This design comes from an exercise in tuning for small area and a short achievable clock period on the open sky130 flow, not from production work. The RTL of this run was laid out without a check of its function. The flow treats the clock pin as an ideal source, which a real chip does not have. Power figures rest on the tool's default switching activity, not on a simulated workload.

$ cat flow/design.v
module rrc_filter #(
	parameter WIDTH = 9
)(
	input logic clk,
	input logic rst,
	input logic signed [WIDTH-1:0] filter_in,
	output logic signed [WIDTH-1:0] filter_out
);
  logic [8:0] sr0, sr1, sr2, sr3, sr4, sr5, sr6, sr7, sr8, sr9, sr10, sr11, sr12, sr13, sr14, sr15, sr16, sr17, sr18, sr19, sr20, sr21, sr22, sr23, sr24, sr25, sr26, sr27;
  always_ff @(posedge clk or posedge rst) begin
    if (rst) begin
      sr0 <= 9'h000;
      sr1 <= 9'h000;
      sr2 <= 9'h000;
      sr3 <= 9'h000;
      sr4 <= 9'h000;
      sr5 <= 9'h000;
      sr6 <= 9'h000;
      sr7 <= 9'h000;
      sr8 <= 9'h000;
      sr9 <= 9'h000;
      sr10 <= 9'h000;
      sr11 <= 9'h000;
      sr12 <= 9'h000;
      sr13 <= 9'h000;
      sr14 <= 9'h000;
      sr15 <= 9'h000;
      sr16 <= 9'h000;
      sr17 <= 9'h000;
      sr18 <= 9'h000;
      sr19 <= 9'h000;
      sr20 <= 9'h000;
      sr21 <= 9'h000;
      sr22 <= 9'h000;
      sr23 <= 9'h000;
      sr24 <= 9'h000;
      sr25 <= 9'h000;
      sr26 <= 9'h000;
      sr27 <= 9'h000;
    end else begin
      sr0 <= filter_in;
      sr1 <= sr0;
      sr2 <= sr1;
      sr3 <= sr2;
      sr4 <= sr3;
      sr5 <= sr4;
      sr6 <= sr5;
      sr7 <= sr6;
      sr8 <= sr7;
      sr9 <= sr8;
      sr10 <= sr9;
      sr11 <= sr10;
      sr12 <= sr11;
      sr13 <= sr12;
      sr14 <= sr13;
      sr15 <= sr14;
      sr16 <= sr15;
      sr17 <= sr16;
      sr18 <= sr17;
      sr19 <= sr18;
      sr20 <= sr19;
      sr21 <= sr20;
      sr22 <= sr21;
      sr23 <= sr22;
      sr24 <= sr23;
      sr25 <= sr24;
      sr26 <= sr25;
      sr27 <= sr26;
    end
  end
  logic [9:0] t0;
  always_ff @(posedge clk or posedge rst) begin
    if (rst) t0 <= 10'd392;
    else t0 <= 10'd392 - {{1{filter_in[8]}}, filter_in};
  end
  logic [9:0] pv0;
  always_ff @(posedge clk or posedge rst) begin
    if (rst) pv0 <= 10'd0;
    else pv0 <= {sr11[8], sr11} + {sr13[8], sr13};
  end
  logic [28:0] cs3;
  logic [34:0] cs2;
  logic [33:0] cs1;
  wire n1 = ~sr26[0];
  wire s2, c3;
  rrc_fa u3 (.a(sr24[0]), .b(sr27[0]), .ci(n1), .s(s2), .co(c3));
  wire s4, c5;
  rrc_fa u5 (.a(sr16[0]), .b(sr18[0]), .ci(sr20[0]), .s(s4), .co(c5));
  wire s6, c7;
  rrc_fa u7 (.a(sr21[0]), .b(sr24[1]), .ci(sr27[1]), .s(s6), .co(c7));
  wire n8 = ~c3;
  wire s9, c10;
  rrc_fa u10 (.a(sr23[0]), .b(sr26[1]), .ci(n8), .s(s9), .co(c10));
  wire n11 = ~s6;
  wire s12, c13;
  rrc_fa u13 (.a(s4), .b(n11), .ci(s9), .s(s12), .co(c13));
  wire s14, c15;
  rrc_fa u15 (.a(sr15[0]), .b(sr16[1]), .ci(sr18[1]), .s(s14), .co(c15));
  wire s16, c17;
  rrc_fa u17 (.a(sr20[1]), .b(sr23[1]), .ci(sr26[2]), .s(s16), .co(c17));
  wire s18, c19;
  rrc_fa u19 (.a(sr21[1]), .b(sr24[2]), .ci(sr27[2]), .s(s18), .co(c19));
  wire n20 = ~c7;
  wire s21, c22;
  rrc_fa u22 (.a(c5), .b(n20), .ci(s14), .s(s21), .co(c22));
  wire n23 = ~s18;
  wire s24, c25;
  rrc_fa u25 (.a(s16), .b(n23), .ci(c10), .s(s24), .co(c25));
  wire s26, c27;
  rrc_fa u27 (.a(s21), .b(c13), .ci(s24), .s(s26), .co(c27));
  wire s28, c29;
  rrc_fa u29 (.a(sr15[1]), .b(sr16[0]), .ci(sr16[2]), .s(s28), .co(c29));
  wire s30, c31;
  rrc_fa u31 (.a(sr17[0]), .b(sr18[2]), .ci(sr20[2]), .s(s30), .co(c31));
  wire s32, c33;
  rrc_fa u33 (.a(sr18[0]), .b(sr21[2]), .ci(sr24[3]), .s(s32), .co(c33));
  wire n34 = ~sr27[3];
  wire s35, c36;
  rrc_fa u36 (.a(sr23[2]), .b(sr26[3]), .ci(n34), .s(s35), .co(c36));
  wire n37 = ~c19;
  wire s38, c39;
  rrc_fa u39 (.a(c15), .b(c17), .ci(n37), .s(s38), .co(c39));
  wire s40, c41;
  rrc_fa u41 (.a(s28), .b(s30), .ci(s35), .s(s40), .co(c41));
  wire n42 = ~s32;
  wire s43, c44;
  rrc_fa u44 (.a(n42), .b(c22), .ci(s38), .s(s43), .co(c44));
  wire s45, c46;
  rrc_fa u46 (.a(s40), .b(c25), .ci(s43), .s(s45), .co(c46));
  wire s47, c48;
  rrc_fa u48 (.a(sr15[2]), .b(sr16[1]), .ci(sr16[3]), .s(s47), .co(c48));
  wire s49, c50;
  rrc_fa u50 (.a(sr17[1]), .b(sr18[3]), .ci(sr20[3]), .s(s49), .co(c50));
  wire s51, c52;
  rrc_fa u52 (.a(sr18[1]), .b(sr21[3]), .ci(sr24[4]), .s(s51), .co(c52));
  wire n53 = ~sr27[4];
  wire s54, c55;
  rrc_fa u55 (.a(sr23[3]), .b(sr26[4]), .ci(n53), .s(s54), .co(c55));
  wire s56, c57;
  rrc_fa u57 (.a(c29), .b(c31), .ci(c36), .s(s56), .co(c57));
  wire s58, c59;
  rrc_fa u59 (.a(s47), .b(s49), .ci(s54), .s(s58), .co(c59));
  wire n60 = ~c39;
  wire s61, c62;
  rrc_fa u62 (.a(c33), .b(s51), .ci(n60), .s(s61), .co(c62));
  wire s63, c64;
  rrc_fa u64 (.a(c41), .b(s56), .ci(s58), .s(s63), .co(c64));
  wire n65 = ~s61;
  wire s66, c67;
  rrc_fa u67 (.a(c44), .b(n65), .ci(s63), .s(s66), .co(c67));
  wire s68, c69;
  rrc_fa u69 (.a(sr15[3]), .b(sr16[2]), .ci(sr16[4]), .s(s68), .co(c69));
  wire s70, c71;
  rrc_fa u71 (.a(sr17[2]), .b(sr18[4]), .ci(sr20[4]), .s(s70), .co(c71));
  wire s72, c73;
  rrc_fa u73 (.a(sr15[0]), .b(sr18[2]), .ci(sr21[4]), .s(s72), .co(c73));
  wire n74 = ~sr24[5];
  wire s75, c76;
  rrc_fa u76 (.a(sr23[4]), .b(sr26[5]), .ci(n74), .s(s75), .co(c76));
  wire s77, c78;
  rrc_fa u78 (.a(c48), .b(c50), .ci(c55), .s(s77), .co(c78));
  wire s79, c80;
  rrc_fa u80 (.a(sr27[5]), .b(c52), .ci(s72), .s(s79), .co(c80));
  wire s81, c82;
  rrc_fa u82 (.a(s68), .b(s70), .ci(s75), .s(s81), .co(c82));
  wire s83, c84;
  rrc_fa u84 (.a(c57), .b(c59), .ci(s77), .s(s83), .co(c84));
  wire n85 = ~s81;
  wire s86, c87;
  rrc_fa u87 (.a(s79), .b(n85), .ci(c62), .s(s86), .co(c87));
  wire n88 = ~s86;
  wire s89, c90;
  rrc_fa u90 (.a(c64), .b(s83), .ci(n88), .s(s89), .co(c90));
  wire s91, c92;
  rrc_fa u92 (.a(sr15[4]), .b(sr16[3]), .ci(sr16[5]), .s(s91), .co(c92));
  wire s93, c94;
  rrc_fa u94 (.a(sr17[3]), .b(sr18[5]), .ci(sr20[5]), .s(s93), .co(c94));
  wire s95, c96;
  rrc_fa u96 (.a(sr15[1]), .b(sr18[3]), .ci(sr21[5]), .s(s95), .co(c96));
  wire n97 = ~sr24[6];
  wire s98, c99;
  rrc_fa u99 (.a(sr23[5]), .b(sr26[6]), .ci(n97), .s(s98), .co(c99));
  wire s100, c101;
  rrc_fa u101 (.a(c69), .b(c71), .ci(c76), .s(s100), .co(c101));
  wire s102, c103;
  rrc_fa u103 (.a(sr27[6]), .b(c73), .ci(s95), .s(s102), .co(c103));
  wire s104, c105;
  rrc_fa u105 (.a(s91), .b(s93), .ci(s98), .s(s104), .co(c105));
  wire s106, c107;
  rrc_fa u107 (.a(c78), .b(c82), .ci(s100), .s(s106), .co(c107));
  wire n108 = ~s104;
  wire s109, c110;
  rrc_fa u110 (.a(c80), .b(s102), .ci(n108), .s(s109), .co(c110));
  wire n111 = ~s109;
  wire s112, c113;
  rrc_fa u113 (.a(c84), .b(s106), .ci(n111), .s(s112), .co(c113));
  wire s114, c115;
  rrc_fa u115 (.a(sr15[5]), .b(sr16[4]), .ci(sr16[6]), .s(s114), .co(c115));
  wire s116, c117;
  rrc_fa u117 (.a(sr17[4]), .b(sr18[6]), .ci(sr20[6]), .s(s116), .co(c117));
  wire s118, c119;
  rrc_fa u119 (.a(sr15[2]), .b(sr18[4]), .ci(sr21[6]), .s(s118), .co(c119));
  wire n120 = ~sr24[7];
  wire s121, c122;
  rrc_fa u122 (.a(sr23[6]), .b(sr26[7]), .ci(n120), .s(s121), .co(c122));
  wire s123, c124;
  rrc_fa u124 (.a(c92), .b(c94), .ci(c99), .s(s123), .co(c124));
  wire s125, c126;
  rrc_fa u126 (.a(sr27[7]), .b(c96), .ci(s118), .s(s125), .co(c126));
  wire s127, c128;
  rrc_fa u128 (.a(s114), .b(s116), .ci(s121), .s(s127), .co(c128));
  wire s129, c130;
  rrc_fa u130 (.a(c101), .b(c105), .ci(s123), .s(s129), .co(c130));
  wire n131 = ~s127;
  wire s132, c133;
  rrc_fa u133 (.a(c103), .b(s125), .ci(n131), .s(s132), .co(c133));
  wire n134 = ~c110;
  wire s135, c136;
  rrc_fa u136 (.a(c107), .b(s129), .ci(n134), .s(s135), .co(c136));
  wire s137, c138;
  rrc_fa u138 (.a(sr15[6]), .b(sr16[5]), .ci(sr16[7]), .s(s137), .co(c138));
  wire s139, c140;
  rrc_fa u140 (.a(sr17[5]), .b(sr18[7]), .ci(sr20[7]), .s(s139), .co(c140));
  wire s141, c142;
  rrc_fa u142 (.a(sr23[7]), .b(sr24[8]), .ci(sr27[8]), .s(s141), .co(c142));
  wire s143, c144;
  rrc_fa u144 (.a(sr15[3]), .b(sr18[5]), .ci(sr21[7]), .s(s143), .co(c144));
  wire s145, c146;
  rrc_fa u146 (.a(c115), .b(c117), .ci(c122), .s(s145), .co(c146));
  wire s147, c148;
  rrc_fa u148 (.a(sr26[8]), .b(c119), .ci(s143), .s(s147), .co(c148));
  wire s149, c150;
  rrc_fa u150 (.a(s137), .b(s139), .ci(s141), .s(s149), .co(c150));
  wire s151, c152;
  rrc_fa u152 (.a(c124), .b(c128), .ci(s145), .s(s151), .co(c152));
  wire n153 = ~s149;
  wire s154, c155;
  rrc_fa u155 (.a(c126), .b(s147), .ci(n153), .s(s154), .co(c155));
  wire n156 = ~c133;
  wire s157, c158;
  rrc_fa u158 (.a(c130), .b(s151), .ci(n156), .s(s157), .co(c158));
  wire s159, c160;
  rrc_fa u160 (.a(sr15[7]), .b(sr16[6]), .ci(sr17[6]), .s(s159), .co(c160));
  wire s161, c162;
  rrc_fa u162 (.a(sr15[4]), .b(sr16[8]), .ci(sr18[6]), .s(s161), .co(c162));
  wire s163, c164;
  rrc_fa u164 (.a(sr18[8]), .b(sr20[8]), .ci(sr23[8]), .s(s163), .co(c164));
  wire s165, c166;
  rrc_fa u166 (.a(sr21[8]), .b(c138), .ci(c140), .s(s165), .co(c166));
  wire n167 = ~c144;
  wire s168, c169;
  rrc_fa u169 (.a(c142), .b(n167), .ci(s159), .s(s168), .co(c169));
  wire n170 = ~c146;
  wire s171, c172;
  rrc_fa u172 (.a(s161), .b(s163), .ci(n170), .s(s171), .co(c172));
  wire n173 = ~c148;
  wire s174, c175;
  rrc_fa u175 (.a(c150), .b(s165), .ci(n173), .s(s174), .co(c175));
  wire n176 = ~s171;
  wire s177, c178;
  rrc_fa u178 (.a(s168), .b(c152), .ci(n176), .s(s177), .co(c178));
  wire n179 = ~c155;
  wire s180, c181;
  rrc_fa u181 (.a(s174), .b(n179), .ci(c158), .s(s180), .co(c181));
  wire s182, c183;
  rrc_fa u183 (.a(sr15[5]), .b(sr15[8]), .ci(sr18[7]), .s(s182), .co(c183));
  wire s184, c185;
  rrc_fa u185 (.a(sr16[7]), .b(sr17[7]), .ci(c160), .s(s184), .co(c185));
  wire s186, c187;
  rrc_fa u187 (.a(c162), .b(c164), .ci(s182), .s(s186), .co(c187));
  wire s188, c189;
  rrc_fa u189 (.a(c166), .b(c169), .ci(s184), .s(s188), .co(c189));
  wire n190 = ~c175;
  wire s191, c192;
  rrc_fa u192 (.a(s186), .b(c172), .ci(n190), .s(s191), .co(c192));
  wire n193 = ~s191;
  wire s194, c195;
  rrc_fa u195 (.a(s188), .b(c178), .ci(n193), .s(s194), .co(c195));
  wire s196, c197;
  rrc_fa u197 (.a(sr15[6]), .b(sr16[8]), .ci(sr17[8]), .s(s196), .co(c197));
  wire n198 = ~sr18[8];
  wire s199, c200;
  rrc_fa u200 (.a(n198), .b(c183), .ci(s196), .s(s199), .co(c200));
  wire n201 = ~c185;
  wire s202, c203;
  rrc_fa u203 (.a(n201), .b(c187), .ci(s199), .s(s202), .co(c203));
  wire n204 = ~c189;
  wire s205, c206;
  rrc_fa u206 (.a(n204), .b(s202), .ci(c192), .s(s205), .co(c206));
  wire s207, c208;
  rrc_fa u208 (.a(sr15[7]), .b(c197), .ci(c200), .s(s207), .co(c208));
  wire s209, c210;
  rrc_fa u210 (.a(cs3[1]), .b(sr11[0]), .ci(sr15[0]), .s(s209), .co(c210));
  wire s211, c212;
  rrc_fa u212 (.a(cs3[2]), .b(sr11[1]), .ci(sr13[0]), .s(s211), .co(c212));
  wire n213 = ~pv0[2];
  wire s214, c215;
  rrc_fa u215 (.a(sr15[1]), .b(n213), .ci(c210), .s(s214), .co(c215));
  wire s216, c217;
  rrc_fa u217 (.a(cs3[3]), .b(cs3[4]), .ci(sr8[0]), .s(s216), .co(c217));
  wire s218, c219;
  rrc_fa u219 (.a(sr11[2]), .b(sr13[1]), .ci(sr15[2]), .s(s218), .co(c219));
  wire n220 = ~pv0[3];
  wire s221, c222;
  rrc_fa u222 (.a(n220), .b(c212), .ci(s216), .s(s221), .co(c222));
  wire s223, c224;
  rrc_fa u224 (.a(s218), .b(c215), .ci(s221), .s(s223), .co(c224));
  wire s225, c226;
  rrc_fa u226 (.a(cs3[5]), .b(cs3[6]), .ci(sr8[1]), .s(s225), .co(c226));
  wire s227, c228;
  rrc_fa u228 (.a(sr11[3]), .b(sr13[2]), .ci(sr15[3]), .s(s227), .co(c228));
  wire s229, c230;
  rrc_fa u230 (.a(sr11[0]), .b(sr15[0]), .ci(pv0[0]), .s(s229), .co(c230));
  wire n231 = ~pv0[4];
  wire s232, c233;
  rrc_fa u233 (.a(n231), .b(c217), .ci(c219), .s(s232), .co(c233));
  wire n234 = ~s229;
  wire s235, c236;
  rrc_fa u236 (.a(s225), .b(s227), .ci(n234), .s(s235), .co(c236));
  wire s237, c238;
  rrc_fa u238 (.a(c222), .b(s232), .ci(s235), .s(s237), .co(c238));
  wire s239, c240;
  rrc_fa u240 (.a(cs3[7]), .b(cs3[8]), .ci(sr8[2]), .s(s239), .co(c240));
  wire s241, c242;
  rrc_fa u242 (.a(sr11[4]), .b(sr13[3]), .ci(sr15[4]), .s(s241), .co(c242));
  wire s243, c244;
  rrc_fa u244 (.a(sr11[1]), .b(sr15[1]), .ci(pv0[1]), .s(s243), .co(c244));
  wire n245 = ~pv0[5];
  wire s246, c247;
  rrc_fa u247 (.a(n245), .b(c226), .ci(c228), .s(s246), .co(c247));
  wire n248 = ~c230;
  wire s249, c250;
  rrc_fa u250 (.a(n248), .b(s239), .ci(s241), .s(s249), .co(c250));
  wire n251 = ~s243;
  wire s252, c253;
  rrc_fa u253 (.a(n251), .b(c233), .ci(s246), .s(s252), .co(c253));
  wire s254, c255;
  rrc_fa u255 (.a(c236), .b(s249), .ci(s252), .s(s254), .co(c255));
  wire s256, c257;
  rrc_fa u257 (.a(cs3[10]), .b(cs3[11]), .ci(sr8[3]), .s(s256), .co(c257));
  wire s258, c259;
  rrc_fa u259 (.a(sr11[5]), .b(sr13[0]), .ci(sr13[4]), .s(s258), .co(c259));
  wire s260, c261;
  rrc_fa u261 (.a(cs3[9]), .b(sr11[2]), .ci(sr15[2]), .s(s260), .co(c261));
  wire n262 = ~sr15[5];
  wire s263, c264;
  rrc_fa u264 (.a(pv0[2]), .b(pv0[6]), .ci(n262), .s(s263), .co(c264));
  wire n265 = ~c244;
  wire s266, c267;
  rrc_fa u267 (.a(c240), .b(c242), .ci(n265), .s(s266), .co(c267));
  wire n268 = ~s260;
  wire s269, c270;
  rrc_fa u270 (.a(s256), .b(s258), .ci(n268), .s(s269), .co(c270));
  wire n271 = ~s263;
  wire s272, c273;
  rrc_fa u273 (.a(n271), .b(c247), .ci(c250), .s(s272), .co(c273));
  wire s274, c275;
  rrc_fa u275 (.a(s266), .b(s269), .ci(c253), .s(s274), .co(c275));
  wire s276, c277;
  rrc_fa u277 (.a(s272), .b(c255), .ci(s274), .s(s276), .co(c277));
  wire s278, c279;
  rrc_fa u279 (.a(cs3[13]), .b(cs3[14]), .ci(sr8[4]), .s(s278), .co(c279));
  wire s280, c281;
  rrc_fa u281 (.a(sr11[6]), .b(sr13[0]), .ci(sr13[1]), .s(s280), .co(c281));
  wire s282, c283;
  rrc_fa u283 (.a(sr13[5]), .b(sr15[6]), .ci(pv0[0]), .s(s282), .co(c283));
  wire s284, c285;
  rrc_fa u285 (.a(cs3[12]), .b(sr11[3]), .ci(sr15[3]), .s(s284), .co(c285));
  wire s286, c287;
  rrc_fa u287 (.a(pv0[3]), .b(pv0[7]), .ci(c261), .s(s286), .co(c287));
  wire n288 = ~c264;
  wire s289, c290;
  rrc_fa u290 (.a(c257), .b(c259), .ci(n288), .s(s289), .co(c290));
  wire s291, c292;
  rrc_fa u292 (.a(s278), .b(s280), .ci(s282), .s(s291), .co(c292));
  wire n293 = ~c267;
  wire s294, c295;
  rrc_fa u295 (.a(s284), .b(s286), .ci(n293), .s(s294), .co(c295));
  wire s296, c297;
  rrc_fa u297 (.a(c270), .b(s289), .ci(s291), .s(s296), .co(c297));
  wire n298 = ~s294;
  wire s299, c300;
  rrc_fa u300 (.a(c273), .b(n298), .ci(s296), .s(s299), .co(c300));
  wire s301, c302;
  rrc_fa u302 (.a(cs3[16]), .b(cs3[17]), .ci(sr8[5]), .s(s301), .co(c302));
  wire s303, c304;
  rrc_fa u304 (.a(sr11[7]), .b(sr13[1]), .ci(sr13[2]), .s(s303), .co(c304));
  wire s305, c306;
  rrc_fa u306 (.a(sr13[6]), .b(sr15[7]), .ci(pv0[1]), .s(s305), .co(c306));
  wire s307, c308;
  rrc_fa u308 (.a(cs3[15]), .b(sr11[4]), .ci(sr15[4]), .s(s307), .co(c308));
  wire s309, c310;
  rrc_fa u310 (.a(pv0[4]), .b(pv0[8]), .ci(c285), .s(s309), .co(c310));
  wire s311, c312;
  rrc_fa u312 (.a(c279), .b(c281), .ci(c283), .s(s311), .co(c312));
  wire s313, c314;
  rrc_fa u314 (.a(s301), .b(s303), .ci(s305), .s(s313), .co(c314));
  wire s315, c316;
  rrc_fa u316 (.a(s307), .b(c287), .ci(s309), .s(s315), .co(c316));
  wire s317, c318;
  rrc_fa u318 (.a(c290), .b(c292), .ci(s311), .s(s317), .co(c318));
  wire n319 = ~s313;
  wire s320, c321;
  rrc_fa u321 (.a(n319), .b(c295), .ci(s315), .s(s320), .co(c321));
  wire s322, c323;
  rrc_fa u323 (.a(c297), .b(s317), .ci(c300), .s(s322), .co(c323));
  wire s324, c325;
  rrc_fa u325 (.a(cs3[18]), .b(cs3[19]), .ci(sr8[6]), .s(s324), .co(c325));
  wire s326, c327;
  rrc_fa u327 (.a(sr13[2]), .b(sr13[3]), .ci(sr13[7]), .s(s326), .co(c327));
  wire s328, c329;
  rrc_fa u329 (.a(sr11[5]), .b(sr11[8]), .ci(sr15[5]), .s(s328), .co(c329));
  wire n330 = ~pv0[2];
  wire s331, c332;
  rrc_fa u332 (.a(sr15[8]), .b(pv0[5]), .ci(n330), .s(s331), .co(c332));
  wire s333, c334;
  rrc_fa u334 (.a(pv0[9]), .b(c302), .ci(c304), .s(s333), .co(c334));
  wire n335 = ~c308;
  wire s336, c337;
  rrc_fa u337 (.a(c306), .b(n335), .ci(s324), .s(s336), .co(c337));
  wire n338 = ~s326;
  wire s339, c340;
  rrc_fa u340 (.a(s328), .b(s331), .ci(n338), .s(s339), .co(c340));
  wire n341 = ~c310;
  wire s342, c343;
  rrc_fa u343 (.a(c312), .b(n341), .ci(c314), .s(s342), .co(c343));
  wire n344 = ~s339;
  wire s345, c346;
  rrc_fa u346 (.a(s333), .b(s336), .ci(n344), .s(s345), .co(c346));
  wire n347 = ~c316;
  wire s348, c349;
  rrc_fa u349 (.a(c318), .b(n347), .ci(s342), .s(s348), .co(c349));
  wire n350 = ~c321;
  wire s351, c352;
  rrc_fa u352 (.a(s345), .b(n350), .ci(s348), .s(s351), .co(c352));
  wire s353, c354;
  rrc_fa u354 (.a(cs3[20]), .b(cs3[21]), .ci(sr8[7]), .s(s353), .co(c354));
  wire s355, c356;
  rrc_fa u356 (.a(sr13[3]), .b(sr13[4]), .ci(pv0[3]), .s(s355), .co(c356));
  wire s357, c358;
  rrc_fa u358 (.a(sr11[6]), .b(sr13[8]), .ci(sr15[6]), .s(s357), .co(c358));
  wire s359, c360;
  rrc_fa u360 (.a(pv0[6]), .b(c329), .ci(c332), .s(s359), .co(c360));
  wire s361, c362;
  rrc_fa u362 (.a(c325), .b(c327), .ci(s353), .s(s361), .co(c362));
  wire n363 = ~s357;
  wire s364, c365;
  rrc_fa u365 (.a(s355), .b(n363), .ci(c334), .s(s364), .co(c365));
  wire n366 = ~c337;
  wire s367, c368;
  rrc_fa u368 (.a(s359), .b(n366), .ci(c340), .s(s367), .co(c368));
  wire s369, c370;
  rrc_fa u370 (.a(s361), .b(c343), .ci(s364), .s(s369), .co(c370));
  wire n371 = ~s367;
  wire s372, c373;
  rrc_fa u373 (.a(c346), .b(n371), .ci(c349), .s(s372), .co(c373));
  wire s374, c375;
  rrc_fa u375 (.a(cs3[22]), .b(sr13[4]), .ci(sr13[5]), .s(s374), .co(c375));
  wire s376, c377;
  rrc_fa u377 (.a(cs3[23]), .b(sr8[8]), .ci(sr11[7]), .s(s376), .co(c377));
  wire n378 = ~pv0[4];
  wire s379, c380;
  rrc_fa u380 (.a(sr15[7]), .b(pv0[7]), .ci(n378), .s(s379), .co(c380));
  wire n381 = ~c358;
  wire s382, c383;
  rrc_fa u383 (.a(c354), .b(c356), .ci(n381), .s(s382), .co(c383));
  wire n384 = ~s374;
  wire s385, c386;
  rrc_fa u386 (.a(s376), .b(s379), .ci(n384), .s(s385), .co(c386));
  wire n387 = ~c360;
  wire s388, c389;
  rrc_fa u389 (.a(n387), .b(c362), .ci(s382), .s(s388), .co(c389));
  wire n390 = ~c365;
  wire s391, c392;
  rrc_fa u392 (.a(s385), .b(n390), .ci(c368), .s(s391), .co(c392));
  wire n393 = ~s391;
  wire s394, c395;
  rrc_fa u395 (.a(s388), .b(c370), .ci(n393), .s(s394), .co(c395));
  wire s396, c397;
  rrc_fa u397 (.a(sr11[8]), .b(sr13[5]), .ci(sr13[6]), .s(s396), .co(c397));
  wire s398, c399;
  rrc_fa u399 (.a(cs3[24]), .b(cs3[25]), .ci(cs3[26]), .s(s398), .co(c399));
  wire n400 = ~pv0[8];
  wire s401, c402;
  rrc_fa u402 (.a(sr15[8]), .b(pv0[5]), .ci(n400), .s(s401), .co(c402));
  wire n403 = ~c375;
  wire s404, c405;
  rrc_fa u405 (.a(c377), .b(c380), .ci(n403), .s(s404), .co(c405));
  wire n406 = ~s398;
  wire s407, c408;
  rrc_fa u408 (.a(s396), .b(s401), .ci(n406), .s(s407), .co(c408));
  wire n409 = ~c383;
  wire s410, c411;
  rrc_fa u411 (.a(n409), .b(c386), .ci(s404), .s(s410), .co(c411));
  wire n412 = ~s410;
  wire s413, c414;
  rrc_fa u414 (.a(s407), .b(c389), .ci(n412), .s(s413), .co(c414));
  wire s415, c416;
  rrc_fa u416 (.a(cs3[27]), .b(sr13[6]), .ci(sr13[7]), .s(s415), .co(c416));
  wire n417 = ~cs3[28];
  wire s418, c419;
  rrc_fa u419 (.a(pv0[6]), .b(pv0[9]), .ci(n417), .s(s418), .co(c419));
  wire n420 = ~c399;
  wire s421, c422;
  rrc_fa u422 (.a(c397), .b(c402), .ci(n420), .s(s421), .co(c422));
  wire n423 = ~c405;
  wire s424, c425;
  rrc_fa u425 (.a(s415), .b(s418), .ci(n423), .s(s424), .co(c425));
  wire s426, c427;
  rrc_fa u427 (.a(c408), .b(s421), .ci(s424), .s(s426), .co(c427));
  wire n428 = ~c411;
  wire s429, c430;
  rrc_fa u430 (.a(n428), .b(s426), .ci(c414), .s(s429), .co(c430));
  wire n431 = ~sr13[8];
  wire s432, c433;
  rrc_fa u433 (.a(sr13[7]), .b(pv0[7]), .ci(n431), .s(s432), .co(c433));
  wire s434, c435;
  rrc_fa u435 (.a(c416), .b(c419), .ci(s432), .s(s434), .co(c435));
  wire s436, c437;
  rrc_fa u437 (.a(c422), .b(s434), .ci(c425), .s(s436), .co(c437));
  wire n438 = ~sr13[8];
  wire s439, c440;
  rrc_fa u440 (.a(pv0[8]), .b(n438), .ci(c433), .s(s439), .co(c440));
  wire s441, c442;
  rrc_fa u442 (.a(c435), .b(s439), .ci(c437), .s(s441), .co(c442));
  wire s443, c444;
  rrc_fa u444 (.a(cs2[0]), .b(cs2[1]), .ci(sr2[0]), .s(s443), .co(c444));
  wire s445, c446;
  rrc_fa u446 (.a(cs2[3]), .b(sr0[1]), .ci(sr3[0]), .s(s445), .co(c446));
  wire s447, c448;
  rrc_fa u448 (.a(sr6[0]), .b(sr8[0]), .ci(sr10[0]), .s(s447), .co(c448));
  wire s449, c450;
  rrc_fa u450 (.a(cs2[2]), .b(sr2[1]), .ci(sr5[0]), .s(s449), .co(c450));
  wire n451 = ~c444;
  wire s452, c453;
  rrc_fa u453 (.a(n451), .b(s445), .ci(s447), .s(s452), .co(c453));
  wire s454, c455;
  rrc_fa u455 (.a(cs2[4]), .b(cs2[5]), .ci(sr0[2]), .s(s454), .co(c455));
  wire s456, c457;
  rrc_fa u457 (.a(sr3[1]), .b(sr6[1]), .ci(sr8[1]), .s(s456), .co(c457));
  wire n458 = ~sr10[1];
  wire s459, c460;
  rrc_fa u460 (.a(sr2[2]), .b(sr5[1]), .ci(n458), .s(s459), .co(c460));
  wire s461, c462;
  rrc_fa u462 (.a(sr11[0]), .b(c446), .ci(c448), .s(s461), .co(c462));
  wire n463 = ~c450;
  wire s464, c465;
  rrc_fa u465 (.a(n463), .b(s454), .ci(s456), .s(s464), .co(c465));
  wire n466 = ~s459;
  wire s467, c468;
  rrc_fa u468 (.a(n466), .b(c453), .ci(s461), .s(s467), .co(c468));
  wire s469, c470;
  rrc_fa u470 (.a(cs2[6]), .b(sr0[3]), .ci(sr3[2]), .s(s469), .co(c470));
  wire s471, c472;
  rrc_fa u472 (.a(sr6[2]), .b(sr8[2]), .ci(sr10[0]), .s(s471), .co(c472));
  wire s473, c474;
  rrc_fa u474 (.a(sr2[3]), .b(sr5[2]), .ci(sr8[0]), .s(s473), .co(c474));
  wire s475, c476;
  rrc_fa u476 (.a(sr10[2]), .b(sr11[1]), .ci(c455), .s(s475), .co(c476));
  wire n477 = ~c460;
  wire s478, c479;
  rrc_fa u479 (.a(c457), .b(n477), .ci(s469), .s(s478), .co(c479));
  wire n480 = ~s473;
  wire s481, c482;
  rrc_fa u482 (.a(s471), .b(n480), .ci(c462), .s(s481), .co(c482));
  wire s483, c484;
  rrc_fa u484 (.a(s475), .b(c465), .ci(s478), .s(s483), .co(c484));
  wire s485, c486;
  rrc_fa u486 (.a(s481), .b(c468), .ci(s483), .s(s485), .co(c486));
  wire s487, c488;
  rrc_fa u488 (.a(cs2[7]), .b(cs2[8]), .ci(sr0[4]), .s(s487), .co(c488));
  wire s489, c490;
  rrc_fa u490 (.a(sr3[3]), .b(sr6[3]), .ci(sr8[3]), .s(s489), .co(c490));
  wire s491, c492;
  rrc_fa u492 (.a(sr10[1]), .b(sr10[3]), .ci(sr11[2]), .s(s491), .co(c492));
  wire s493, c494;
  rrc_fa u494 (.a(sr2[4]), .b(sr5[3]), .ci(sr8[1]), .s(s493), .co(c494));
  wire n495 = ~c474;
  wire s496, c497;
  rrc_fa u497 (.a(c470), .b(c472), .ci(n495), .s(s496), .co(c497));
  wire s498, c499;
  rrc_fa u499 (.a(s487), .b(s489), .ci(s491), .s(s498), .co(c499));
  wire n500 = ~s493;
  wire s501, c502;
  rrc_fa u502 (.a(n500), .b(c476), .ci(c479), .s(s501), .co(c502));
  wire s503, c504;
  rrc_fa u504 (.a(s496), .b(s498), .ci(c482), .s(s503), .co(c504));
  wire s505, c506;
  rrc_fa u506 (.a(c484), .b(s501), .ci(s503), .s(s505), .co(c506));
  wire s507, c508;
  rrc_fa u508 (.a(cs2[9]), .b(cs2[10]), .ci(sr0[5]), .s(s507), .co(c508));
  wire s509, c510;
  rrc_fa u510 (.a(sr3[4]), .b(sr6[4]), .ci(sr8[4]), .s(s509), .co(c510));
  wire s511, c512;
  rrc_fa u512 (.a(sr10[2]), .b(sr10[4]), .ci(sr11[3]), .s(s511), .co(c512));
  wire s513, c514;
  rrc_fa u514 (.a(sr2[5]), .b(sr5[4]), .ci(sr8[2]), .s(s513), .co(c514));
  wire s515, c516;
  rrc_fa u516 (.a(c488), .b(c490), .ci(c492), .s(s515), .co(c516));
  wire s517, c518;
  rrc_fa u518 (.a(sr11[0]), .b(c494), .ci(s513), .s(s517), .co(c518));
  wire s519, c520;
  rrc_fa u520 (.a(s507), .b(s509), .ci(s511), .s(s519), .co(c520));
  wire s521, c522;
  rrc_fa u522 (.a(c497), .b(c499), .ci(s515), .s(s521), .co(c522));
  wire n523 = ~s517;
  wire s524, c525;
  rrc_fa u525 (.a(s519), .b(n523), .ci(c502), .s(s524), .co(c525));
  wire s526, c527;
  rrc_fa u527 (.a(s521), .b(c504), .ci(s524), .s(s526), .co(c527));
  wire s528, c529;
  rrc_fa u529 (.a(cs2[11]), .b(sr0[6]), .ci(sr3[5]), .s(s528), .co(c529));
  wire s530, c531;
  rrc_fa u531 (.a(sr6[5]), .b(sr8[5]), .ci(sr10[3]), .s(s530), .co(c531));
  wire s532, c533;
  rrc_fa u533 (.a(sr2[6]), .b(sr5[5]), .ci(sr8[3]), .s(s532), .co(c533));
  wire n534 = ~sr11[1];
  wire s535, c536;
  rrc_fa u536 (.a(sr10[5]), .b(sr11[4]), .ci(n534), .s(s535), .co(c536));
  wire s537, c538;
  rrc_fa u538 (.a(c508), .b(c510), .ci(c512), .s(s537), .co(c538));
  wire s539, c540;
  rrc_fa u540 (.a(s528), .b(s530), .ci(s535), .s(s539), .co(c540));
  wire n541 = ~c516;
  wire s542, c543;
  rrc_fa u543 (.a(c514), .b(s532), .ci(n541), .s(s542), .co(c543));
  wire n544 = ~c518;
  wire s545, c546;
  rrc_fa u546 (.a(c520), .b(s537), .ci(n544), .s(s545), .co(c546));
  wire n547 = ~s542;
  wire s548, c549;
  rrc_fa u549 (.a(s539), .b(c522), .ci(n547), .s(s548), .co(c549));
  wire s550, c551;
  rrc_fa u551 (.a(s545), .b(c525), .ci(s548), .s(s550), .co(c551));
  wire s552, c553;
  rrc_fa u553 (.a(cs2[12]), .b(cs2[13]), .ci(cs2[14]), .s(s552), .co(c553));
  wire s554, c555;
  rrc_fa u555 (.a(sr0[7]), .b(sr3[6]), .ci(sr6[6]), .s(s554), .co(c555));
  wire s556, c557;
  rrc_fa u557 (.a(sr8[6]), .b(sr10[4]), .ci(sr10[6]), .s(s556), .co(c557));
  wire s558, c559;
  rrc_fa u559 (.a(sr2[7]), .b(sr5[6]), .ci(sr8[4]), .s(s558), .co(c559));
  wire n560 = ~sr11[2];
  wire s561, c562;
  rrc_fa u562 (.a(sr11[5]), .b(n560), .ci(c529), .s(s561), .co(c562));
  wire n563 = ~c533;
  wire s564, c565;
  rrc_fa u565 (.a(c531), .b(c536), .ci(n563), .s(s564), .co(c565));
  wire s566, c567;
  rrc_fa u567 (.a(s552), .b(s554), .ci(s556), .s(s566), .co(c567));
  wire n568 = ~s558;
  wire s569, c570;
  rrc_fa u570 (.a(n568), .b(c538), .ci(s561), .s(s569), .co(c570));
  wire s571, c572;
  rrc_fa u572 (.a(c540), .b(s564), .ci(s566), .s(s571), .co(c572));
  wire n573 = ~c543;
  wire s574, c575;
  rrc_fa u575 (.a(n573), .b(c546), .ci(s569), .s(s574), .co(c575));
  wire s576, c577;
  rrc_fa u577 (.a(s571), .b(c549), .ci(s574), .s(s576), .co(c577));
  wire s578, c579;
  rrc_fa u579 (.a(cs2[16]), .b(sr2[8]), .ci(sr3[7]), .s(s578), .co(c579));
  wire s580, c581;
  rrc_fa u581 (.a(sr6[7]), .b(sr8[7]), .ci(sr10[5]), .s(s580), .co(c581));
  wire s582, c583;
  rrc_fa u583 (.a(cs2[15]), .b(sr0[8]), .ci(sr5[7]), .s(s582), .co(c583));
  wire n584 = ~sr10[7];
  wire s585, c586;
  rrc_fa u586 (.a(sr8[5]), .b(sr11[3]), .ci(n584), .s(s585), .co(c586));
  wire s587, c588;
  rrc_fa u588 (.a(sr11[6]), .b(c553), .ci(c555), .s(s587), .co(c588));
  wire n589 = ~c559;
  wire s590, c591;
  rrc_fa u591 (.a(c557), .b(n589), .ci(s578), .s(s590), .co(c591));
  wire n592 = ~s580;
  wire s593, c594;
  rrc_fa u594 (.a(s582), .b(s585), .ci(n592), .s(s593), .co(c594));
  wire s595, c596;
  rrc_fa u596 (.a(c562), .b(c565), .ci(c567), .s(s595), .co(c596));
  wire n597 = ~s593;
  wire s598, c599;
  rrc_fa u599 (.a(s587), .b(s590), .ci(n597), .s(s598), .co(c599));
  wire s600, c601;
  rrc_fa u601 (.a(c570), .b(c572), .ci(s595), .s(s600), .co(c601));
  wire s602, c603;
  rrc_fa u603 (.a(s598), .b(c575), .ci(s600), .s(s602), .co(c603));
  wire s604, c605;
  rrc_fa u605 (.a(cs2[17]), .b(cs2[18]), .ci(sr5[8]), .s(s604), .co(c605));
  wire s606, c607;
  rrc_fa u607 (.a(sr3[8]), .b(sr6[8]), .ci(sr8[6]), .s(s606), .co(c607));
  wire s608, c609;
  rrc_fa u609 (.a(sr8[8]), .b(sr10[8]), .ci(sr11[4]), .s(s608), .co(c609));
  wire s610, c611;
  rrc_fa u611 (.a(sr10[6]), .b(sr11[7]), .ci(c579), .s(s610), .co(c611));
  wire n612 = ~c581;
  wire s613, c614;
  rrc_fa u614 (.a(c583), .b(c586), .ci(n612), .s(s613), .co(c614));
  wire n615 = ~s604;
  wire s616, c617;
  rrc_fa u617 (.a(s606), .b(s608), .ci(n615), .s(s616), .co(c617));
  wire s618, c619;
  rrc_fa u619 (.a(c588), .b(c591), .ci(s610), .s(s618), .co(c619));
  wire s620, c621;
  rrc_fa u621 (.a(c594), .b(s613), .ci(s616), .s(s620), .co(c621));
  wire s622, c623;
  rrc_fa u623 (.a(c596), .b(s618), .ci(c599), .s(s622), .co(c623));
  wire n624 = ~s620;
  wire s625, c626;
  rrc_fa u626 (.a(n624), .b(c601), .ci(s622), .s(s625), .co(c626));
  wire s627, c628;
  rrc_fa u628 (.a(cs2[19]), .b(cs2[20]), .ci(cs2[21]), .s(s627), .co(c628));
  wire s629, c630;
  rrc_fa u630 (.a(sr8[7]), .b(sr11[5]), .ci(sr11[8]), .s(s629), .co(c630));
  wire n631 = ~c607;
  wire s632, c633;
  rrc_fa u633 (.a(sr10[7]), .b(c605), .ci(n631), .s(s632), .co(c633));
  wire n634 = ~s627;
  wire s635, c636;
  rrc_fa u636 (.a(c609), .b(s629), .ci(n634), .s(s635), .co(c636));
  wire n637 = ~c611;
  wire s638, c639;
  rrc_fa u639 (.a(c614), .b(n637), .ci(c617), .s(s638), .co(c639));
  wire n640 = ~s635;
  wire s641, c642;
  rrc_fa u642 (.a(s632), .b(n640), .ci(c619), .s(s641), .co(c642));
  wire n643 = ~s641;
  wire s644, c645;
  rrc_fa u645 (.a(c621), .b(s638), .ci(n643), .s(s644), .co(c645));
  wire s646, c647;
  rrc_fa u647 (.a(cs2[22]), .b(cs2[23]), .ci(sr8[8]), .s(s646), .co(c647));
  wire s648, c649;
  rrc_fa u649 (.a(sr10[8]), .b(sr11[6]), .ci(c630), .s(s648), .co(c649));
  wire s650, c651;
  rrc_fa u651 (.a(c628), .b(s646), .ci(c633), .s(s650), .co(c651));
  wire s652, c653;
  rrc_fa u653 (.a(s648), .b(c636), .ci(c639), .s(s652), .co(c653));
  wire n654 = ~s652;
  wire s655, c656;
  rrc_fa u656 (.a(s650), .b(c642), .ci(n654), .s(s655), .co(c656));
  wire n657 = ~cs2[24];
  wire s658, c659;
  rrc_fa u659 (.a(cs2[25]), .b(cs2[26]), .ci(n657), .s(s658), .co(c659));
  wire n660 = ~sr11[7];
  wire s661, c662;
  rrc_fa u662 (.a(n660), .b(c647), .ci(s658), .s(s661), .co(c662));
  wire n663 = ~c649;
  wire s664, c665;
  rrc_fa u665 (.a(n663), .b(s661), .ci(c651), .s(s664), .co(c665));
  wire s666, c667;
  rrc_fa u667 (.a(cs2[27]), .b(sr11[8]), .ci(c659), .s(s666), .co(c667));
  wire s668, c669;
  rrc_fa u669 (.a(c662), .b(s666), .ci(c665), .s(s668), .co(c669));
  wire s670, c671;
  rrc_fa u671 (.a(cs2[28]), .b(cs2[29]), .ci(cs2[30]), .s(s670), .co(c671));
  wire s672, c673;
  rrc_fa u673 (.a(s670), .b(c667), .ci(c669), .s(s672), .co(c673));
  wire n674 = ~cs2[32];
  wire s675, c676;
  rrc_fa u676 (.a(cs2[33]), .b(cs2[34]), .ci(n674), .s(s675), .co(c676));
  wire n677 = ~cs1[1];
  wire n678 = ~cs1[2];
  wire n679 = ~cs1[20];
  wire n680 = ~cs1[22];
  wire n681 = ~cs1[24];
  wire n682 = ~cs1[19];
  wire s683, c684;
  rrc_ha u684 (.a(cs1[0]), .b(t0[0]), .s(s683), .co(c684));
  wire s685, c686;
  rrc_fa u686 (.a(cs1[3]), .b(t0[1]), .ci(n678), .s(s685), .co(c686));
  wire s687, c688;
  rrc_fa u688 (.a(cs1[4]), .b(cs1[5]), .ci(t0[2]), .s(s687), .co(c688));
  wire s689, c690;
  rrc_ha u690 (.a(cs1[6]), .b(t0[3]), .s(s689), .co(c690));
  wire s691, c692;
  rrc_fa u692 (.a(cs1[7]), .b(cs1[8]), .ci(t0[4]), .s(s691), .co(c692));
  wire s693, c694;
  rrc_fa u694 (.a(cs1[9]), .b(cs1[10]), .ci(t0[5]), .s(s693), .co(c694));
  wire s695, c696;
  rrc_fa u696 (.a(cs1[11]), .b(cs1[12]), .ci(t0[6]), .s(s695), .co(c696));
  wire s697, c698;
  rrc_fa u698 (.a(cs1[13]), .b(cs1[14]), .ci(t0[7]), .s(s697), .co(c698));
  wire s699, c700;
  rrc_fa u700 (.a(cs1[15]), .b(cs1[16]), .ci(t0[8]), .s(s699), .co(c700));
  wire s701, c702;
  rrc_fa u702 (.a(cs1[17]), .b(cs1[18]), .ci(t0[9]), .s(s701), .co(c702));
  wire s703, c704;
  rrc_fa u704 (.a(cs1[21]), .b(n679), .ci(n682), .s(s703), .co(c704));
  wire s705, c706;
  rrc_fa u706 (.a(cs1[23]), .b(cs1[19]), .ci(n680), .s(s705), .co(c706));
  wire s707, c708;
  rrc_fa u708 (.a(cs1[25]), .b(cs1[26]), .ci(n681), .s(s707), .co(c708));
  wire n709 = ~cs1[27];
  wire n710 = ~cs1[28];
  wire s711, c712;
  rrc_fa u712 (.a(cs1[29]), .b(cs1[30]), .ci(cs1[31]), .s(s711), .co(c712));
  wire n713 = ~cs1[32];
  always_ff @(posedge clk or posedge rst) begin
    if (rst) cs3 <= 29'b00001100101101100010110011101;
    else cs3 <= {c208, sr15[8], c206, s207, c203, s205, c195, s194, c181, s180, s177, s157, c136, s154, s135, c113, s132, c90, s112, c87, s89, c67, s66, c46, s45, c27, s26, s12, s2};
  end
  always_ff @(posedge clk or posedge rst) begin
    if (rst) cs2 <= 35'b10001000101001100101100000101110001;
    else cs2 <= {c442, c440, pv0[9], s441, c430, s436, c427, s429, c395, s413, c392, s394, c373, s372, c352, s369, s351, c323, s322, s320, c277, s299, c275, s276, s254, c238, s237, c224, s223, s214, s211, s209, pv0[1], pv0[0], cs3[0]};
  end
  always_ff @(posedge clk or posedge rst) begin
    if (rst) cs1 <= 34'b1000011110011000010111010010011010;
    else cs1 <= {c676, s675, c673, c671, cs2[31], s672, s668, c656, s664, c653, s655, c645, c626, s644, c623, s625, c603, s602, c577, s576, c551, s550, c527, s526, c506, s505, c486, s485, s467, s464, s452, s449, s443, sr0[0]};
  end
  wire [18:0] fa_ = {1'b1, cs1[33], n713, s711, n710, n709, s707, s705, s703, s701, s699, s697, s695, s693, s691, s689, s687, s685, n677};
  wire [18:0] fb_ = {1'b0, cs1[32], c712, cs1[28], cs1[27], c708, c706, c704, c702, c700, c698, c696, c694, c692, c690, c688, c686, c684, s683};
  wire [18:0] sum_ = fa_ + fb_;
  wire ovf_ = (sum_[18] != sum_[16]) || (sum_[17] != sum_[16]);
  wire [8:0] y_ = ovf_ ? (sum_[18] ? 9'h100 : 9'h0ff) : sum_[16:8];
  always_ff @(posedge clk or posedge rst) begin
    if (rst) filter_out <= 9'd0;
    else filter_out <= y_;
  end
endmodule
module rrc_fa (input logic a, input logic b, input logic ci, output logic s, output logic co);
  assign s = a ^ b ^ ci;
  assign co = (a & b) | (a & ci) | (b & ci);
endmodule
module rrc_carry8 (input logic [7:0] a, input logic [7:0] b, output logic co);
  wire [8:0] t = {1'b0, a} + {1'b0, b};
  assign co = t[8];
endmodule
module rrc_hsat (input logic [10:0] a, input logic [10:0] b, input logic ci, output logic [8:0] y);
  wire [11:0] t2 = {a, ci} + {b, ci};
  wire [10:0] t = t2[11:1];
  wire ovf = (t[10] != t[8]) || (t[9] != t[8]);
  assign y = ovf ? (t[10] ? 9'h100 : 9'h0ff) : t[8:0];
endmodule
module rrc_fa1 (input logic a, input logic b, output logic s, output logic co);
  assign s = ~(a ^ b);
  assign co = a | b;
endmodule
module rrc_ha (input logic a, input logic b, output logic s, output logic co);
  assign s = a ^ b;
  assign co = a & b;
endmodule
$ cat flow/flow/run.sh
#!/bin/bash
# Own layout flow: the standard ORFS flow (standard.sh, unchanged synthesis), with
#  - timing repair aimed below the design's period (SETUP_SLACK_MARGIN; the SDC is unchanged),
#  - port buffers of a normal buffer cell rather than the smallest one,
#  - after CTS, the clock port drives the tree's second level directly (flow/flatten_clock_root.tcl).
# Each step's full log is kept by ORFS under orfs/logs/; make's own output goes to flow.log.
set -uo pipefail
here=$(pwd)
bash standard.sh SETUP_SLACK_MARGIN=7.42 "BUFFER_PORTS_ARGS=-buffer_cell sky130_fd_sc_hd__buf_4" \
  "POST_CTS_TCL=$here/flow/flatten_clock_root.tcl" finish > flow.log 2>&1
$ cat flow/flow/flatten_clock_root.tcl
set block [ord::get_db_block]
set clknet [$block findNet clk]
set roots {}
foreach it [$clknet getITerms] {
  if {[$it isInputSignal]} { lappend roots [$it getInst] }
}
puts "flatten_clock_root: clock port feeds [llength $roots] cell(s)"
if {[llength $roots] == 1} {
  set root [lindex $roots 0]
  set master [[$root getMaster] getName]
  set out {}
  foreach it [$root getITerms] {
    if {[$it isOutputSignal]} { set out [$it getNet] }
  }
  set loads {}
  foreach it [$out getITerms] {
    if {[$it isInputSignal]} { lappend loads $it }
  }
  puts "flatten_clock_root: root [$root getName] ($master) drives [llength $loads] cell(s)"
  if {[llength $loads] <= 4 && [llength $loads] > 0} {
    foreach it $loads {
      set inst [$it getInst]
      set pin [$it getMTerm]
      set pname "[$inst getName]/[$pin getName]"
      disconnect_pin [$out getName] $pname
      connect_pin clk $pname
    }
    set rname [$root getName]
    set oname [$out getName]
    delete_instance $rname
    delete_net $oname
    puts "flatten_clock_root: removed $rname"
    estimate_parasitics -placement
    report_clock_latency
  }
}
$ cat flow/standard.sh
#!/bin/bash
# synth_recipe.tcl (not shown) runs the flow's synth.tcl, then flattens the netlist and writes it again
# the make line also repeats each setting of config.mk as NAME=value (left out here)
make -C /OpenROAD-flow-scripts/flow DESIGN_CONFIG=/design/flow/config.mk WORK_HOME=/design/flow/orfs CLKGATE_MAP_FILE= SYNTH_SCRIPT=/design/flow/synth_recipe.tcl "${@:-finish}"
$ cat flow/config.mk
export PLATFORM = sky130hd
export DESIGN_NAME = rrc_filter
export DESIGN_NICKNAME = rrc_filter
export VERILOG_FILES = /design/flow/design.v
export SDC_FILE = /design/flow/constraint.sdc
export NUM_CORES = 4
export LEC_CHECK = 0
export ABC_CLOCK_PERIOD_IN_PS = 800
export CAP_MARGIN = 20
export CORE_MARGIN = 2
export CORE_UTILIZATION = 70
export CTS_BUF_LIST = sky130_fd_sc_hd__clkbuf_16
export CTS_CLUSTER_DIAMETER = 80
export CTS_CLUSTER_SIZE = 30
export PLACE_DENSITY = 0.75
export SLEW_MARGIN = 20
export SYNTH_HIERARCHICAL = 1
$ cat flow/constraint.sdc
create_clock -name core_clock -period 10.5 [get_ports {clk}]
set_input_delay 2.1000 -clock core_clock [delete_from_list [all_inputs] [get_ports {clk}]]
set_output_delay 2.1000 -clock core_clock [all_outputs]
set_load 0.01 [all_outputs]
==> summary.md <==
| Metric | Value |
|---|---|
| Crit Path Max Fanout | 6 |
| CTS tree | built |
| Crit-path leading delay family | adder cells |
| Rows | 57 |
| Number of synthesized flops with an enable pin | 0 |
| Crit Path Category | flip-flop to flip-flop |
| Syn-to-layout area delta | 7.721% |
| Final Cycle Share | 0.2880 |
| Min-Delay Path Class | flip-flop to flip-flop |
| Slew headroom | 0.5965 |
| Min Tclk post-route | 3.024 ns |
| Placed Cells incl. Taps | 1324 |
| PortBufs | 19 |
| CP bufs+invs | 1 |
| Number of failing hold endpoints at the final stage | 0 |
| F_max | 330.7 MHz |
| Post-DR vias/cell | 5.386 |
| Worst setup SP type | flip-flop |
| Slew Limit Fails | 0 |
| Top Ports | 20 |
| Final core utilization | 0.7659 |
| Worst vdd rail ir drop | 0.2757 mV |
| Synth top cells by count | dfrtp_1, fa_1, inv_1, dfstp_2, ha_1 |
| Area share of the largest cell type after synthesis | 0.4775 |
| Top-count cell post-synth | dfrtp_1 |
| TritonCTS Sinks | 376 |
| Global-route wire length before repair | 46.98 mm |
| Reg-to-Reg Start | sr11[2] |
| Final Skew | 0.01288 ns |
| Placer's final routability congestion estimate | 0.8368 |
| Status | finished clean |
| ANT cells | 0 |
| CP max-delay cell | fa_1 |
| Vias | 7357 |
| Effective utilization at floorplan | 0.7110 |
| Final #Nets | 1369 |
| PnR Total Power | 5.912 mW |
| Number of antenna violations at the first check in global routing | 0 |
| CP peak stage delay | 0.53 ns |
| Critical Path AT | 3.29 ns |
| Reg2Reg Setup Slack | 7.48 ns |
| Yosys warning total | 7 |
| Final non-filler cell total | 1366 |
| Worst slew pin tran | 0.5999 ns |
| DIE HEIGHT | 160.9 µm |
| Max-Cap Viols | 0 |
| Hold path endpoint | sr26[8] |
| Initial drt markers | 500 |
| Critical Path Most Common Cell | fa_1 |
| Total Routing Usage GR | 0.2422 |
| Hold_sp | sr25[8] |
| DR WL/cell | 20.92 µm |
| Drt first pass iters | 4 |
| Critical path capture point type | flip-flop |
| Post-Syn Area | 0.01724 mm² |
| Ranking of synthesized cells by area | dfrtp_1, fa_1, dfstp_2 |
| Final WL | 28.58 mm |
| Synthesized net count | 1319 |
| Core Region | 0.02425 mm² |
| Pwr dens | 318.3 mW/mm² |
| Final ANT Viol Nets | 0 |
| Worst Path Required | 10.76 ns |
| RSZ-0062 raised after global routing | no |
| DRC viols | 0 |
| R2r worst-path depth | 6 |
| TNS Setup | 0 ns |
| RR Endpoint | cs2[16] |
| Synth cell types | 48 |
| Final HPWL DP | 20.96 mm |
| Clk Latency, worst-skew pair | 0.38 ns |
| Vias in the first global route | 8619 |
| Largest area contributor in the netlist | dfrtp_1 |
| FILL cells | 1397 |
| Worst-path cell chain | fa_1, fa_1, fa_1, inv_1, fa_1, fa_1 |
| Synth Instances | 982 |
| Async SR Flop Fraction | 1.000 |
| Die area | 0.02590 mm² |
| Gr ovfl total | 0 |
| Avg Cell Area, Syn | 17.56 µm² |
| Sequential share of the synthesized area | 0.5491 |
| Leakage power | 8.174 nW |
| Share of layout cells above drive strength 1 | 0.1430 |
| DIE WIDTH | 160.9 µm |
| Count of state elements after synthesis | 376 |
| Hold-critical path depth | 0 |
| Final setup violation count | 0 |
| Ys flop type | dfrtp_1 |
| Pin count of the biggest net entering global routing | 161 |
| Clk slew on worst S/H paths | 0.11 ns |
per-module statistics from Yosys, one instance, submodules excluded:
module      flip-flops and latches  cells inside  cell area, µm²  copies in the design
rrc_filter                     376           684           11290                     1
rrc_fa                           0             1           20.02                   296
rrc_ha                           0             1           12.51                     2
kinds of logic after synthesis:
kind of cell               synth area share
DFF                                  0.5491
adders and majority gates            0.3659
buffers and inverters               0.02925
AOI/OAI and AO/OA                   0.03229
and+or+nand+nor                     0.01328
xor gates and xnor gates            0.01016
power breakdown:
part | switching, mW | total, mW | internal (mW)
Sequential | 0.185 | 2.04 | 1.86
Combinational | 1.75 | 3.17 | 1.42
Clock | 0.414 | 0.698 | 0.284
Total | 2.35 | 5.91 | 3.56
sequential cells by signal, indices dropped and copies added (netlist names), 10 cells and up:
register and flops:
cs3 29, cs1 33, pv0 10, cs2 35
worst reg2reg max path, cell delays in order (launching register included):
cell     delay, ns
dfrtp_2       0.51
fa_1          0.48
fa_1          0.49
fa_1          0.53
inv_1         0.06
fa_1          0.40
fa_1          0.43
cell usage in the layout, fill, tap and decap left out, types with 3 or more instances in the layout:
cell type,Yosys,routed
a21o_1,7,7
a21oi_1,26,25
a21oi_2,3,3
buf_4,0,24
buf_6,0,10
clkbuf_16,0,17
dfrtp_1,329,307
dfrtp_2,0,22
dfstp_2,47,47
fa_1,297,293
fa_2,0,4
ha_1,29,26
inv_1,127,134
nand2_1,17,17
nand2b_1,3,3
nand3_1,4,4
nand4_1,5,5
nor2_1,8,8
nor3_1,4,4
o21ai_0,9,9
o21ai_1,8,8
o21bai_1,4,4
xnor2_1,12,12
xor2_1,8,8
routing by layer:
layer  GRT usage  vias up  routed length (µm)
met4     0.04343        0                 573
met3     0.02918       43                 884
met5           0        -                   0
met1      0.3742     4101               12710
li1            -     3122                   -
met2      0.3954       91               14410
how the worst max path moves through the flow:
stage,startpoint,end,depth (start not counted)
final,sr11[2],cs2[16],6
after floorplan,rst,cs1[11],1
after global placement,rst,t0[1],4
after global routing,sr15[7],cs2[27],6
after detailed placement,rst,sr0[0],4
per-stage QoR:
stage	setup slack (ns)	hold WS (ns)	instance area [µm²]
finish	7.476	0.3491	18570
global route	7.425	0.3572	18570
detailed placement	6.464	0.3347	17810
global placement	6.535	0.3313	17810
floorplan	3.388	0.3312	17250
cell type report:
class                   instances  area (µm²)  share of cell area
well taps                     324       405.4             0.02183
clock buffers                  16       400.4             0.02156
repair buffers                 38       385.4             0.02075
flip-flops and latches        376        9495              0.5113
clock inverters                11       51.30            0.002762
inverters                     128       484.2             0.02607
multi-input cells             473        7351              0.3958

==> port drivers added, routing unchanged <==
The results above use ideal ports. As a check the final layout listed here was re-extracted and re-timed, cells and wires unchanged. Step 1 (the two cells are an assumption about what drives the block):
set clk [get_ports {clk}]
set_driving_cell -lib_cell sky130_fd_sc_hd__clkbuf_16 $clk
set_driving_cell -lib_cell sky130_fd_sc_hd__buf_2 [delete_from_list [all_inputs] $clk]
Step 2 adds t to the input delays and takes it off the output delays; t is the mean of the earliest and latest rising clock arrival at the registers after step 1. Input paths then give back, and output paths get back, about the clock's delay inside the block. Three values: no drivers, after step 1, after step 2; two values: the first two.
t, ns: 0.443
setup slack, ns: 7.476 / 7.452 / 7.153
worst register clock-pin slew, ns: 0.11 / 0.11
After both steps setup and hold are still met in this run. For this run, drivers alone change the setup slack by -0.024 ns; drivers and shift together by -0.323 ns.
